This is an optimization exercise on Yosys and OpenROAD, whose aim is small area, not a production implementation.
The RTL was checked by simulation tests, not by an equivalence proof against the original design.
Power figures rest on the tool's default switching activity, not on a simulated workload.

==> flow/design.v, too long to show whole: its modules and the start of the top module <==
// module VIN_9340: 355 lines
// module GEN_9341: 107 lines
// module GEN_alrom: 1309 lines
// module ef934x_video: 44 lines
module ef934x_video(
    input  wire       clk,       
    input  wire       rst,       
    input  wire  [7:0]d,
    input  wire       e,
    input  wire       cs_n,
    input  wire       cpu_r_w,
    input  wire       b_a,
    input  wire       c_t,
    output wire  [9:0]adr,
    output wire       r_w,
    output wire       sm_n,
    output wire       sg_n,
    output wire       st_n,
    input  wire  [7:0]busA_i,    
    input  wire  [7:0]busB_i,    
    output wire  [7:0]busA_o,    
    output wire       busA_oe,
    output wire  [7:0]busB_o,    
    output wire       busB_oe,
    output wire       r,
    output wire       g,
    output wire       b,
    output wire       tt,
    output wire       tl,
    output wire       i,
    input  wire       syt,
    input  wire       res_n);
  // ...
==> flow/flow/run.sh <==
#!/bin/bash
# Layout flow: the standard flow (standard.sh's make command), with
#  - the synthesis's final ABC mapping replaced by an area-oriented one
#    (flow/abc_area.script); registers, flattening and renaming as standard;
#  - port buffers of the smallest buffer cell (every port still buffered);
#  - CTS with the buffers of CTS_BUF_LIST and without dummy loads.
# Each tool's output is in orfs/logs/...; make's output in flow.log.
set -euo pipefail
W=$PWD
sed 's#source $::env(SCRIPTS_DIR)/synth.tcl#source '"$W"'/my_synth_core.tcl#' synth_recipe.tcl > my_synth.tcl
sed 's#log_cmd abc {\*}$abc_args#log_cmd abc -script '"$W"'/flow/abc_area.script {*}[lrange $abc_args 2 end]#' \
    "$FLOW_HOME/scripts/synth.tcl" > my_synth_core.tcl
grep -q my_synth_core my_synth.tcl
grep -q "flow/abc_area.script" my_synth_core.tcl
BUFS=$(sed -n 's/^export CTS_BUF_LIST *= *//p' config.mk)
BUFS=${BUFS:-sky130_fd_sc_hd__clkbuf_4}
ROOT=$(cat flow/cts_root_buf.txt 2>/dev/null || true)
CTS="-sink_clustering_enable -repair_clock_nets -dont_use_dummy_load -buf_list {$BUFS}"
[ -n "$ROOT" ] && CTS="$CTS -root_buf $ROOT"
CSIZE=$(sed -n 's/^export CTS_CLUSTER_SIZE *= *//p' config.mk)
CDIAM=$(sed -n 's/^export CTS_CLUSTER_DIAMETER *= *//p' config.mk)
[ -n "$CSIZE" ] && CTS="$CTS -sink_clustering_size $CSIZE"
[ -n "$CDIAM" ] && CTS="$CTS -sink_clustering_max_diameter $CDIAM"
EXTRA="BUFFER_PORTS_ARGS=\"-buffer_cell sky130_fd_sc_hd__buf_1\" CTS_ARGS=\"$CTS\""
sed "s#SYNTH_SCRIPT=[^ ]*#SYNTH_SCRIPT=$W/my_synth.tcl $EXTRA#" standard.sh > my_standard.sh
grep -q "SYNTH_SCRIPT=$W/my_synth.tcl" my_standard.sh
bash my_standard.sh "${FLOW_TARGET:-finish}" > flow.log 2>&1
==> flow/flow/abc_area.script <==
strash
dc2
dch
map -a
strash
dc2
dch
map -a
strash
dch
map -a
topo
stime -c
==> flow/standard.sh <==
#!/bin/bash
# synth_recipe.tcl (not shown) runs the flow's synth.tcl, then flattens the netlist and writes it again
# the make line also repeats each setting of config.mk as NAME=value (left out here)
make -C /OpenROAD-flow-scripts/flow DESIGN_CONFIG=/design/flow/config.mk WORK_HOME=/design/flow/orfs CLKGATE_MAP_FILE= SYNTH_SCRIPT=/design/flow/synth_recipe.tcl "${@:-finish}"
==> flow/config.mk <==
export PLATFORM = sky130hd
export DESIGN_NAME = ef934x_video
export DESIGN_NICKNAME = ef934x_video
export VERILOG_FILES = /design/flow/design.v
export SDC_FILE = /design/flow/constraint.sdc
export NUM_CORES = 4
export LEC_CHECK = 0
export CAP_MARGIN = 10
export CORE_MARGIN = 2
export CORE_UTILIZATION = 40
export CTS_BUF_LIST = sky130_fd_sc_hd__clkbuf_8
export GPL_TIMING_DRIVEN = 0
export SLEW_MARGIN = 10
export SYNTH_MEMORY_MAX_BITS = 32768
==> flow/constraint.sdc <==
create_clock -name core_clock -period 10.0 [get_ports {clk}]
set_input_delay 2.0000 -clock core_clock [delete_from_list [all_inputs] [get_ports {clk}]]
set_output_delay 2.0000 -clock core_clock [all_outputs]
set_load 0.01 [all_outputs]
==> notes.md, run 1 <==
- The flow ran to the end, but the layout failed its checks.
- In this run the layout check failures are max-capacitance violations, max-slew violations.
- The via count of the first global-routing pass is 14400.
- For this run, the number of Yosys warnings is 2.
- The maximum buffer depth of the clock tree is 2.
- The capturing point of the worst reg2reg path is gen.OutA[2]$_SDFFE_PP0P_.
- By area the synthesized netlist is led by dfxtp_1 29%, nor2_1 11%, a21oi_1 9.7%, clkinv_1 9.0%, o21ai_0 8.6%.
- The combined area of all synthesized cells is 0.0118 mm^2.
- Leaving out the clock tree, the finished layout contains an inverter count of 284.
- The number of standard cells in the final layout excluding fillers is 2363.
- The quantity of hold-fixing buffers added after cts is 0.
- The fraction of the mapped netlist area in adder cells is 1.69%.
- The post-layout instance area is 0.0130 mm^2.
- The highest metal layer used by the detailed router is met4.
- The largest registers in the layout are vin.adr (10), vin.LineCounter (9).
- The y dimension of the die is 176 um.
- On the critical path the largest part of the delay comes from simple AND/OR/NAND/NOR gates.
- The average routed wire per standard cell is 26.0 um.
- Max-cap violations in this run came to 1.
- The primary flip-flop cell chosen by synthesis mapping is dfxtp_1.
- The share of total power dissipated in sequential elements is 54.3%.
- Ranked by total area, the top cell class in this layout is multi-input combinational cells.
- The post-detailed-routing wire length is 61.5 mm.
- The path class of the lowest-slack min-delay path is flip-flop to flip-flop.
- Dividing the synthesized area by the synthesized cell count gives 6.28 um^2.
- The net count of the mapped netlist is 1934.
- The number of pins exceeding their max-slew limit in the final report came to 1.
- In this run the power spent charging and discharging nets is 0.421 mW.
==> module VIN_9340, before the edit <==
module VIN_9340(
    input wire  [7:0]busA,
    input wire  [7:0]busB,   
    output reg  [9:0]adr,
    output reg  r_w,
    output reg  sm_n,       
    output reg  sg_n,       
    output reg  st_n,       
    output wire r,g,b,       
    output wire tt,          
    output wire tl,          
    output reg  i,         
    input wire  syt,         
    input wire  clk,         
    input wire  ve_n,         
    input wire  c_t,         
    input wire  res_n,        
    input wire  rst           
    );
assign tl=(TL_Disabled)||                    
          (R[5])?(TF<12 || TF>51)?1:0: 
          (TF<4)?0:1;                        
assign tt=(LineCounter>1);
wire BusEnable=(R[0])?
    (R[6] && LineCounter>38 && LineCounter<290)?1:
    (~R[6] && LineCounter>30 && LineCounter<242)?1:0:0;
wire VisibleLine=(TF>11) && (TF<52) && BusEnable;
wire [9:0]Transcode=(Y[4] & Y[3])?
        {2'b11,X[5:3],2'b11,X[2:0]}:
        (X[5])?{2'b11,Y[2:0],Y[4:3],X[2:0]}:
        {Y[4:0],X[4:0]};        
wire [9:0]Transcode_C=(YC[4] & YC[3])?
        {2'b11,XC[5:3],2'b11,XC[2:0]}:
        (XC[5])?{2'b11,YC[2:0],YC[4:3],XC[2:0]}:
        {YC[4:0],XC[4:0]};
reg [7:0] R;       
reg [7:0] M;           
reg [5:0] XC;          
reg [4:0] YC;          
reg [5:0] Y0;          
reg [5:0] X;           
reg [4:0] Y;           
reg [3:0] S;           
reg [5:0]BlinkCounter;  
reg [1:0]WindowDivider;        
reg [5:0]TF;                   
reg [8:0]LineCounter;          
reg [6:0] AttrL;       
reg [3:0] TypeL;
reg [7:0] SliceVal;    
reg [2:0] C0;          
reg [2:0] C1;          
reg BOXED;             
reg CONCEALED;         
reg UNDERLINE;         
reg ZOOM;              
reg CURSOR_POS_MATCH;
reg command_pending;   
reg ve_n_copy;          
reg mailbox_full;      
reg HParity;           
reg WParity;           
reg DHeight;           
reg DWidth;            
reg syt_copy;          
reg syt_valid;         
reg TL_Disabled;       
reg prescaler;    
reg doublescan;
reg [2:0]BGR_HIGH;
assign r=BGR_HIGH[0];
assign g=BGR_HIGH[1];
assign b=BGR_HIGH[2];
always @(posedge clk)begin
    if (rst) begin
        adr<=0;
        r_w<=1;
        sm_n<=1;
        sg_n<=1;
        st_n<=1;
        i<=0;
        R<=8'h41;
        M<=0;
        XC<=0;
        YC<=0;
        Y0<=0;
        X<=0;
        Y<=0;
        S<=0;
        BlinkCounter<=0;
        WindowDivider<=0;
        TF<=0;
        LineCounter<=0;
        AttrL<=0;
        TypeL<=0;
        SliceVal<=0;
        C0<=0;
        C1<=0;
        BOXED<=0;
        CONCEALED<=0;
        UNDERLINE<=0;
        ZOOM<=0;
        CURSOR_POS_MATCH<=0;
        command_pending<=0;
        ve_n_copy<=0;
        mailbox_full<=0;
        HParity<=0;
        WParity<=0;
        DHeight<=0;
        DWidth<=0;
        syt_copy<=0;
        syt_valid<=0;
        TL_Disabled<=0;
        prescaler<=0;
        doublescan<=0;
        BGR_HIGH<=0;
    end
    else begin
prescaler<=~prescaler;
if (~prescaler) begin         
    WindowDivider<=WindowDivider+1;
    if (~res_n)TL_Disabled<=1;  
    ve_n_copy<=ve_n;
    if (ve_n_copy & ~ve_n)command_pending<=c_t;  
    if (VisibleLine) begin            
        case (WindowDivider)         
            {2'b00}:begin            
                adr<=Transcode;
                r_w<=1;
                sm_n<=0;              
                if (Y==11)begin
                    syt_copy<=syt;
                    if (~syt & syt_copy) syt_valid<=1; 
                end
                CURSOR_POS_MATCH<=(X==XC & Y==YC & R[4]==1);
                INC_X;
                end
            {2'b01}:begin            
                sm_n<=1;              
                AttrL<=busA[6:0];
                TypeL<={busB[7:5],busA[7]};
                end             
            {2'b10}:begin            
                if ((~TypeL[0]) && AttrL[4]) begin   
                    if (HParity)adr[3:0]<=((S>>1)+4'h5) & 4'hF;
                    else adr[3:0]<=(S>>1)& 4'hF;
                end
                else adr[3:0]<=S;         
                adr[4]<=TypeL[3] & (TypeL[2] | TypeL[1]);  
                sg_n<=0;
                end
            {2'b11}:begin            
                sg_n<=1;             
                DECODE_WINDOW_CODE;
                end
        endcase
    end      
end  
if (~doublescan) begin      
    if (~BusEnable)begin                          
        case (WindowDivider)             
            {2'b00}:begin
                if (~ve_n) begin          
                    mailbox_full<=1;     
                    if (command_pending) begin   
                        st_n<=0;
                        r_w<=0;
                    end
                    else ACCESS_MODE;
                end
                end
            {2'b01}:begin                
                end             
            {2'b10}:begin
                if (mailbox_full) begin
                    if (command_pending) begin
                        DECODE_COMMAND;
                    end
                    else begin
                        if (M[7:5]==3'b000 ||
                            M[7:5]==3'b001)INC_C;
                    end
                end
                end
            {2'b11}:begin                
                    mailbox_full<=0;
                    if (ve_n)command_pending<=0;
                    st_n<=1;
                    sm_n<=1;
                    sg_n<=1;
                end
        endcase
    end      
end      
if (~prescaler) begin         
    if (&WindowDivider)begin 
        if (TF==55)begin
            TF<=0;
            DWidth<=0;
            X<=0;
            BOXED<=0;
            CONCEALED<=0;
            UNDERLINE<=0;
            C0<=0;          
            doublescan<=~doublescan;
            if (doublescan) begin  
            if ((~R[6] && LineCounter==261)   
                ||LineCounter==311
                ||syt_valid) begin
                LineCounter<=0;
                BlinkCounter<=BlinkCounter+1;
                syt_valid<=0;
                end
            else begin 
                LineCounter<=LineCounter+1;      
                if ((R[6] && LineCounter==38) || (~R[6] && LineCounter==30)) begin
                    Y<=31;             
                    S<=0;
                end
                else begin                     
                    if (~ZOOM || LineCounter[0] || Y==31) INC_S;    
                end
            end
            end  
        end
        else begin
            TF<=TF+1;
        end 
    end  
end         
    if ({WindowDivider,prescaler}!=3'b110) SliceVal<={SliceVal[6:0],1'b00};
    if (VisibleLine && (R[3] || Y!=31)&&
       ~(R[2] & CONCEALED) && ~(R[1] & ~BOXED))begin  
        BGR_HIGH<=SliceVal[7]?C1:C0;             
    end
    else begin
        BGR_HIGH<=0;
    end
    if (R[1] & ~BOXED) i<=0;             
    else i<=1;
    end  
end   
task INC_X;              
begin
    if (X==39) X<=0;
    else X<=X+1;
    if (DWidth) WParity<=~WParity;
    else WParity<=0;
    DWidth<=0;
end
endtask
task INC_S;              
begin
    if (S==9)begin       
        S<=0;
        INC_Y;
    end
    else S<=S+1;
end
endtask
task INC_Y;              
begin
    if (DHeight)HParity<=~HParity;
    else HParity<=0;
    DHeight<=0; 
    if (Y==31) begin
        Y<=Y0[4:0];
        ZOOM<=Y0[5];      
    end
    else if (Y==23) Y<=0;
    else Y<=Y+1;
end
endtask
task INC_C;              
begin
    if (XC==39 || XC==47 || XC==55 || XC==63) begin
        XC<=0;
        if (YC==23) YC<=0;
        else YC<=YC+1;
    end
    else XC<=XC+1;
end
endtask
task DECODE_COMMAND;       
begin
    case (busB[7:5])
    3'b000:  begin X<=0;Y<=busA[4:0];end
    3'b001:     begin Y<=busA[4:0];end
    3'b010:     begin X<=busA[5:0];end
    3'b011:      begin INC_C;end
    3'b100:     begin M<=busA;end
    3'b101:     begin R<=busA;TL_Disabled<=0;end  
    3'b110:    begin Y0<=busA[5:0];end
    endcase
end
endtask
task ACCESS_MODE;          
begin
    case (M[7:5])
    3'b000:     begin           
                            adr<=Transcode_C;r_w<=0;sm_n<=0;st_n<=0;end 
    3'b001:      begin           
                            adr<=Transcode_C;r_w<=1;sm_n<=0;st_n<=0;end 
    3'b010:  begin           
                            adr<=Transcode_C;r_w<=0;sm_n<=0;st_n<=0;end 
    3'b011:   begin           
                            adr<=Transcode_C;r_w<=1;sm_n<=0;st_n<=0;end 
    3'b100:  begin           
                            adr[3:0]<=M[3:0];r_w<=0;sg_n<=0;st_n<=0;INC_NT;end 
    3'b101:   begin           
                            adr[3:0]<=M[3:0];r_w<=1;sg_n<=0;st_n<=0;INC_NT;end 
    default:             begin           
                            r_w<=1;st_n<=0;end
    endcase
end
endtask
task INC_NT;
begin
    if (M[3:0]==9) M[3:0]<=0;
    else M[3:0]<=M[3:0]+1;
end
endtask
task DECODE_WINDOW_CODE;
begin
    if (TypeL==4'b1000) begin              
        C1<=AttrL[2:0];               
        C0<=AttrL[6:4];
        BOXED<=busA[1];
        CONCEALED<=busA[0];
        UNDERLINE<=busA[2];
        SliceVal<=8'hFF & ~(CURSOR_POS_MATCH & (R[7] & BlinkCounter[5]));  
        end     
    else if (~TypeL[0]) begin      
        C1<=AttrL[2:0];
        if (AttrL[5])DWidth<=1;
        if (AttrL[4])DHeight<=1;
        SliceVal<=(((((AttrL[5])?                 
            (~WParity)?{{2{busA[7]}},{2{busA[6]}},{2{busA[5]}},{2{busA[4]}}}:
            {{2{busA[3]}},{2{busA[2]}},{2{busA[1]}},{2{busA[0]}}}:
            busA[7:0]) |
            ({8{(S==9 & UNDERLINE)}})) &                    
            ~(CURSOR_POS_MATCH & (R[7] & (BlinkCounter[5] ^AttrL[6]))))   
            ^({8{AttrL[6]}}));                   
        end
    else if (TypeL==4'b1001) begin
        SliceVal<=8'hFF;
        end
    else begin           
        C1<=AttrL[2:0];C0<=AttrL[6:4];
        SliceVal<=busA[7:0] &
        ~(CURSOR_POS_MATCH & (R[7] & BlinkCounter[5]) & AttrL[3]);   
        end
end
endtask
endmodule
==> run 2, diff against run 1 <==
--- a/flow/design.v
+++ b/flow/design.v
@@ -22,3 +22,3 @@
 assign tl=(TL_Disabled)||                    
-          (R[5])?(TF<12 || TF>51)?1:0: 
+          (R[5])?(TF<12 || TF_ge52)?1:0: 
           (TF<4)?0:1;                        
@@ -28,3 +28,6 @@
     (~R[6] && LineCounter>30 && LineCounter<242)?1:0:0;
-wire VisibleLine=(TF>11) && (TF<52) && BusEnable;
+wire TF_ge52=TF[5] & TF[4] & TF[2];
+wire TF_55=TF[5] & TF[4] & TF[2] & TF[1] & TF[0];
+wire S_9=S[3] & S[0];
+wire VisibleLine=(TF>11) && ~TF_ge52 && BusEnable;
 wire [9:0]Transcode=(Y[4] & Y[3])?
@@ -33,4 +36,3 @@
         {Y[4:0],X[4:0]};        
-wire [9:0]Transcode_C=(YC[4] & YC[3])?
-        {2'b11,XC[5:3],2'b11,XC[2:0]}:
+wire [9:0]Transcode_C=
         (XC[5])?{2'b11,YC[2:0],YC[4:3],XC[2:0]}:
@@ -50,3 +52,5 @@
 reg [6:0] AttrL;       
-reg [3:0] TypeL;
+reg TypeL0;             
+reg TypeL3;             
+reg TypeL21;            
 reg [7:0] SliceVal;    
@@ -75,2 +79,15 @@
 assign b=BGR_HIGH[2];
+wire CursorBlink=CURSOR_POS_MATCH & R[7];
+wire [7:0]SliceWide=(AttrL[5])?                 
+            (~WParity)?{{2{busA[7]}},{2{busA[6]}},{2{busA[5]}},{2{busA[4]}}}:
+            {{2{busA[3]}},{2{busA[2]}},{2{busA[1]}},{2{busA[0]}}}:
+            busA[7:0];
+wire [7:0]SliceUnder=SliceWide | {8{S_9 & UNDERLINE}};             
+wire [7:0]SliceAlpha={SliceUnder[7:1],
+            SliceUnder[0] & ~(CursorBlink & (BlinkCounter[5] ^ AttrL[6]))}  
+            ^ {8{AttrL[6]}};                                    
+wire [7:0]SliceSemi={busA[7:1], busA[0] & ~(CursorBlink & BlinkCounter[5] & AttrL[3])};
+wire [7:0]SliceDelIll={7'h7F, ~(CursorBlink & BlinkCounter[5]) | TypeL0};  
+wire [7:0]NewSlice=(TypeL3 & ~TypeL21)? SliceDelIll:
+            (~TypeL0) ? SliceAlpha : SliceSemi;
 always @(posedge clk)begin
@@ -96,3 +113,5 @@
         AttrL<=0;
-        TypeL<=0;
+        TypeL0<=0;
+        TypeL3<=0;
+        TypeL21<=0;
         SliceVal<=0;
@@ -142,6 +161,8 @@
                 AttrL<=busA[6:0];
-                TypeL<={busB[7:5],busA[7]};
+                TypeL0<=busA[7];
+                TypeL3<=busB[7];
+                TypeL21<=busB[6] | busB[5];
                 end             
             {2'b10}:begin            
-                if ((~TypeL[0]) && AttrL[4]) begin   
+                if ((~TypeL0) && AttrL[4]) begin   
                     if (HParity)adr[3:0]<=((S>>1)+4'h5) & 4'hF;
@@ -150,3 +171,3 @@
                 else adr[3:0]<=S;         
-                adr[4]<=TypeL[3] & (TypeL[2] | TypeL[1]);  
+                adr[4]<=TypeL3 & TypeL21;  
                 sg_n<=0;
@@ -198,3 +219,3 @@
     if (&WindowDivider)begin 
-        if (TF==55)begin
+        if (TF_55)begin
             TF<=0;
@@ -208,4 +229,4 @@
             if (doublescan) begin  
-            if ((~R[6] && LineCounter==261)   
-                ||LineCounter==311
+            if ((~R[6] && LineCounter[8] && LineCounter[5:0]==6'd5)   
+                ||(LineCounter[8] && LineCounter[5:0]==6'd55)         
                 ||syt_valid) begin
@@ -232,3 +253,3 @@
 end         
-    if ({WindowDivider,prescaler}!=3'b110) SliceVal<={SliceVal[6:0],1'b00};
+    if (~({WindowDivider,prescaler}==3'b110 && VisibleLine)) SliceVal<={SliceVal[6:0],1'b0};
     if (VisibleLine && (R[3] || Y!=31)&&
@@ -255,3 +276,3 @@
 begin
-    if (S==9)begin       
+    if (S_9)begin       
         S<=0;
@@ -277,5 +298,5 @@
 begin
-    if (XC==39 || XC==47 || XC==55 || XC==63) begin
+    if (XC[5] & (&XC[2:0])) begin      
         XC<=0;
-        if (YC==23) YC<=0;
+        if (YC[4] & (&YC[2:0])) YC<=0;    
         else YC<=YC+1;
@@ -326,3 +347,4 @@
 begin
-    if (TypeL==4'b1000) begin              
+    SliceVal<=NewSlice;
+    if (TypeL3 & ~TypeL21 & ~TypeL0) begin              
         C1<=AttrL[2:0];               
@@ -332,5 +354,4 @@
         UNDERLINE<=busA[2];
-        SliceVal<=8'hFF & ~(CURSOR_POS_MATCH & (R[7] & BlinkCounter[5]));  
         end     
-    else if (~TypeL[0]) begin      
+    else if (~TypeL0) begin      
         C1<=AttrL[2:0];
@@ -338,12 +359,4 @@
         if (AttrL[4])DHeight<=1;
-        SliceVal<=(((((AttrL[5])?                 
-            (~WParity)?{{2{busA[7]}},{2{busA[6]}},{2{busA[5]}},{2{busA[4]}}}:
-            {{2{busA[3]}},{2{busA[2]}},{2{busA[1]}},{2{busA[0]}}}:
-            busA[7:0]) |
-            ({8{(S==9 & UNDERLINE)}})) &                    
-            ~(CURSOR_POS_MATCH & (R[7] & (BlinkCounter[5] ^AttrL[6]))))   
-            ^({8{AttrL[6]}}));                   
         end
-    else if (TypeL==4'b1001) begin
-        SliceVal<=8'hFF;
+    else if (TypeL3 & ~TypeL21 & TypeL0) begin
         end
@@ -351,4 +364,2 @@
         C1<=AttrL[2:0];C0<=AttrL[6:4];
-        SliceVal<=busA[7:0] &
-        ~(CURSOR_POS_MATCH & (R[7] & BlinkCounter[5]) & AttrL[3]);   
         end
--- a/flow/config.mk
+++ b/flow/config.mk
@@ -7,3 +7,3 @@
 export LEC_CHECK = 0
-export CAP_MARGIN = 10
+export CAP_MARGIN = 20
 export CORE_MARGIN = 2
@@ -12,3 +12,3 @@
 export GPL_TIMING_DRIVEN = 0
-export SLEW_MARGIN = 10
+export SLEW_MARGIN = 20
 export SYNTH_MEMORY_MAX_BITS = 32768
==> run 2 against run 1 <==
  * The run now finishes clean
  * Sequential cell count fell by 1
  * Register-to-register slack improved by 820 ps
  * Critical path depth fell by 8
  * Area after synthesis fell by 1.0%
  * Sequential share of layout area fell by 0.20 points
==> notes.md, run 2 <==
- After the first detailed-routing iteration, the DRC count stood at 1892.
- The startpoint-to-endpoint class of the critical path is flip-flop to flip-flop.
- The worst setup path is captured at a flip-flop.
- The fraction of the cycle the final worst path needs is 63.3%.
- The endpoint of the worst hold path is gen.pprev_sm$_SDFF_PP0_.
- The vias per cell is 6.33.
- The largest registers in the layout are vin.adr (10), vin.LineCounter (9).
- The worst pin sits at a relative slew slack of 21.4%.
- Across every metal layer, demand over resource in global routing totals 38.5%.
- The worst-case IR drop observed on VDD is 137 uV.
- The cell seen most often among critical-path stages is nor2_1.
- Of the cells placed in the final design, the portion with a size suffix greater than 1 is 3.34%.
- The count of final hold-check violations was 0.
- The average routed wire per standard cell was 25.3 um (-2.7%).
- The y dimension of the die is 175 um (-0.49%).
- The quantity of I/O buffers inserted on ports is 70.
- Setup repair after global routing left no endpoint under its margin.
- The maximum buffer depth of the clock tree is 2 (unchanged).
- The die covers 0.0307 mm^2.
- For this design, the slowest cell found on the critical path is dfxtp_1.
- The number of pins exceeding their max-slew limit in the final report is 0 (-1).
- The post-synthesis cell type count is 40.
- The net count of the mapped netlist was 1923 (-0.57%).
- In this run the core area contains 62 standard-cell rows.
- Ranked by total cell area, the synthesized netlist is headed by dfxtp_1 29%, nor2_1 11%, a21oi_1 11%, o21ai_0 9.6%, clkinv_1 8.8%.
- The number of cells produced by synthesis is 1873.
- Counting flops per register, the top entry is vin.adr.
- Leaving out fill and tap cells, the most frequent cells in the layout are 343 x nor2_1, 271 x clkinv_1, 249 x a21oi_1.
- The endpoint identified for the worst register-to-register timing path is gen.OutA[5]$_SDFFE_PP0P_.
- The post-route clock skew is 36.6 ps.
- In this run the worst hold path is classified as flip-flop to flip-flop.
- The weighted congestion reported at the end of routability-driven placement is 1.07.
- For this run the aggregate overflow at the end of global routing stands at 0.
- The count of nets after finishing is 2027.
- The combined area of all synthesized cells is 0.0117 mm^2 (-1.0%).
- The count of vias placed by the detailed router is 14900.
- Based on the critical path, the design can be clocked at up to 0.158 GHz.
- The number of sinks driven by the clock tree is 170.
- The number of antenna repair diodes is 0.
- The root buffer cell chosen for the clock tree is clkbuf_8.
- The via count of the first global-routing pass is 13600 (-5.7%).
- The library cell used most frequently in the layout, excluding fill and tap cells, is nor2_1.
- The final antenna-violating net count is 0.
- The leading cell type by number of instances after synthesis is nor2_1.
- The fraction of the yosys area taken by sequential cells is 29.0%.
- In the final layout, the multi-input gates occupy 0.00730 mm^2.
- Measured along the x axis, the die boundary spans 175 um.
- The worst setup path is launched from a flip-flop.
- The average cell area after synthesis is 6.26 um^2 (-0.37%).
- The wire-length estimate of the detail-placed layout is 45.8 mm.
- The starting density of the core is 40.7%.
- Yosys mapped a number of flops with a built-in enable equal to 0.
- The primary flip-flop cell chosen by synthesis mapping is dfxtp_1.
- The final total negative setup slack is 0 ps.
- The worst hold path begins at gen.prev_sm$_SDFF_PP0_.
- The transition time at the pin with the least slew margin is 1170 ps.
- Traced cell by cell, the critical path runs through clkinv_1 -> nor2_1 -> clkinv_1 -> nor2_1 -> nor2_1 -> nor2_1 -> nor2_1 -> nor2_1 -> nor2_1 -> nor2_1 -> o21ai_0 -> a32oi_1 -> nor2_1 -> a2111oi_0 -> o31ai_1 -> a21oi_1.
- In this design, the largest share of critical-path delay is due to simple AND/OR/NAND/NOR gates.
- The design draws 1.31 mW.
- The run finished with no timing, DRC or antenna violations.
- The flip-flop count of the largest register after layout is 10.
- The post-detailed-routing wire length was 59.7 mm (-2.9%).
- The H-tree level count is 4.
- Compared with the post-synthesis result, the final layout area differs by 11.0%.
- The biggest cell delay along the critical path is 890 ps.
- For this run, the detailed router's first-pass iteration total came to 6.
- The CTS tree is yes.
- The critical register-to-register path startpoint is vin.adr[0]$_SDFF_PP0_.
- The count of endpoints failing setup in the final report is 0.
- The Yosys warning count came to 2 (unchanged).
- The cell depth of the worst min-delay path is 2.
- The power density over cell area is 101 mW/mm^2.
- The combined flip-flop and latch cell area is 0.00341 mm^2.
- STA puts the critical path data required time at 10410 ps.
- Synthesis inferred 170 register bits.
- The number of inserted filler cells in the final layout is 3115.
- The source-to-sink clock delay at the later pin of the worst-skew pair is 510 ps.
- The initial antenna violation count came to 1.
- TritonCTS created 17 clock buffers.
- The highest net fanout along the worst path is 13.
- In the synthesized netlist the async set-or-reset flop fraction comes to 0%.
- The final critical path time including I/O delays and setup is 6330 ps.
- The total of max-cap violations is 0 (-1).
- Sorting the synthesized cells by how often they occur yields 346 x nor2_1, 275 x clkinv_1, 253 x a21oi_1, 225 x o21ai_0, 190 x nand2_1.
- At the worst endpoint, the arrival time is 6740 ps.
- The pin count of the biggest net entering global routing is 60.
- The number of buffers and inverters on the critical path is 2.
- The analysis attributes to cell leakage a power of 4.36 nW.
- The quantity of hold-fixing buffers added after cts came to 0 (unchanged).
- For the worst flop-to-flop path, the logic depth is 16.
- The post-CTS setup buffer count is 0.
- The number of top-level pins is 71.
- Clock-pin slew was measured on the worst setup and hold paths at 80 ps.
- For this run, design rule violations remaining after detail routing come to 0.
- The reg-to-reg setup timing slack is 3670 ps.
- The first global-routing pass estimated 88.1 mm of wire.
- The post-cts gate resize count is 0.
- The core area is 0.0288 mm^2.
- The top cell type by area accounts for 29.0% of the synthesized area.
- The library cell with the largest summed area after synthesis is dfxtp_1.
## run 2: power by group
group	switching, mW	leakage, nW	internal, mW
clock network	0.229	0.122	0.150
registers	0.0217	1.38	0.693
logic	0.161	2.86	0.0598
## run 2: worst max-delay path by stage
stage                          startpoint                  endpoint  depth (start not counted)
CTS                 vin.adr[0]$_SDFF_PP0_  gen.OutA[2]$_SDFFE_PP0P_                         20
global route        vin.adr[0]$_SDFF_PP0_  gen.OutA[2]$_SDFFE_PP0P_                         20
detailed placement  vin.adr[0]$_SDFF_PP0_  gen.OutA[2]$_SDFFE_PP0P_                         20
finish              vin.adr[0]$_SDFF_PP0_  gen.OutA[5]$_SDFFE_PP0P_                         16
floorplan                       busB_i[6]     vin.R[1]$_SDFFE_PP0P_                          9
global placement                      rst       vin.X[5]$_SDFF_PP0_                          4
## run 2: area by class of cell
type                    instances  area share (%)
well taps                     384            3.69
clock buffers                  17            1.80
repair buffers                 85            4.04
flip-flops and latches        170            26.2
plain buffers                   4           0.231
multi-input cells            1424            56.1
inverters                     275            7.97
## run 2: through the flow
stage / area [um^2] / std cells / util [%] / setup slack, ps / hold slack (ps)
6_report: 13000 / 2359 / 45.2 / 3670 / 410
5_1_grt: 13000 / 2359 / 45.2 / 3550 / 435
3_3_place_gp: 12500 / 2327 / 43.3 / 1340 / 403
2_1_floorplan: 11700 / 1873 / - / 5800 / 398
4_1_cts: 13000 / 2358 / 45.2 / 4120 / 413
3_5_place_dp: 12800 / 2341 / 44.3 / 4250 / 407
## run 2: cells by family (layout without fill, tap and decap cells)
group	after synthesis	count (layout)	synth area share, %
AOI/OAI and AO/OA	701	701	35.1
xor gates and xnor gates	9	9	0.673
adders and majority gates	17	17	1.82
buffers and inverters	279	381	9.07
DFF	170	170	29.0
and+or+nand+nor	697	697	24.3
## run 2: worst min-delay path: stages (launching register included)
cell	delay, ps
dfxtp_1	300
clkinv_1	50
nor2_1	30
## run 2: metal layers
| layer | wire length (um) | part of all wire [%] | global-route usage (%) |
|---|---|---|---|
| met1 | 26300 | 44 | 54.6 |
| met2 | 23900 | 40 | 54.1 |
| met3 | 6640 | 11 | 10.3 |
| met4 | 2840 | 4.8 | 17.0 |
| met5 | 13 | 0.022 | 0 |

-- what the ideal ports hide --
Ports are ideal in the flow. The routed layouts listed here were re-timed in OpenROAD. Step 1: set_driving_cell puts a clkbuf_16 on clk and a buf_2 on each other input, an assumption about the parent block. Step 2 adds t to the input delays and takes it off the output delays; t is the mean of the earliest and latest rising clock arrival at the registers after step 1. Input paths then give back, and output paths get back, about the clock's delay inside the block. a / b / c = ideal ports / drivers / drivers and shift; a / b = the first two.
run	shift t [ns]	setup slack, ns	worst setup path at the end	cell pins on the clock port's net
run 1	0.515	2.853 / 2.853 / 2.853	register to register	1
run 2	0.542	3.672 / 3.672 / 3.672	register to register	1
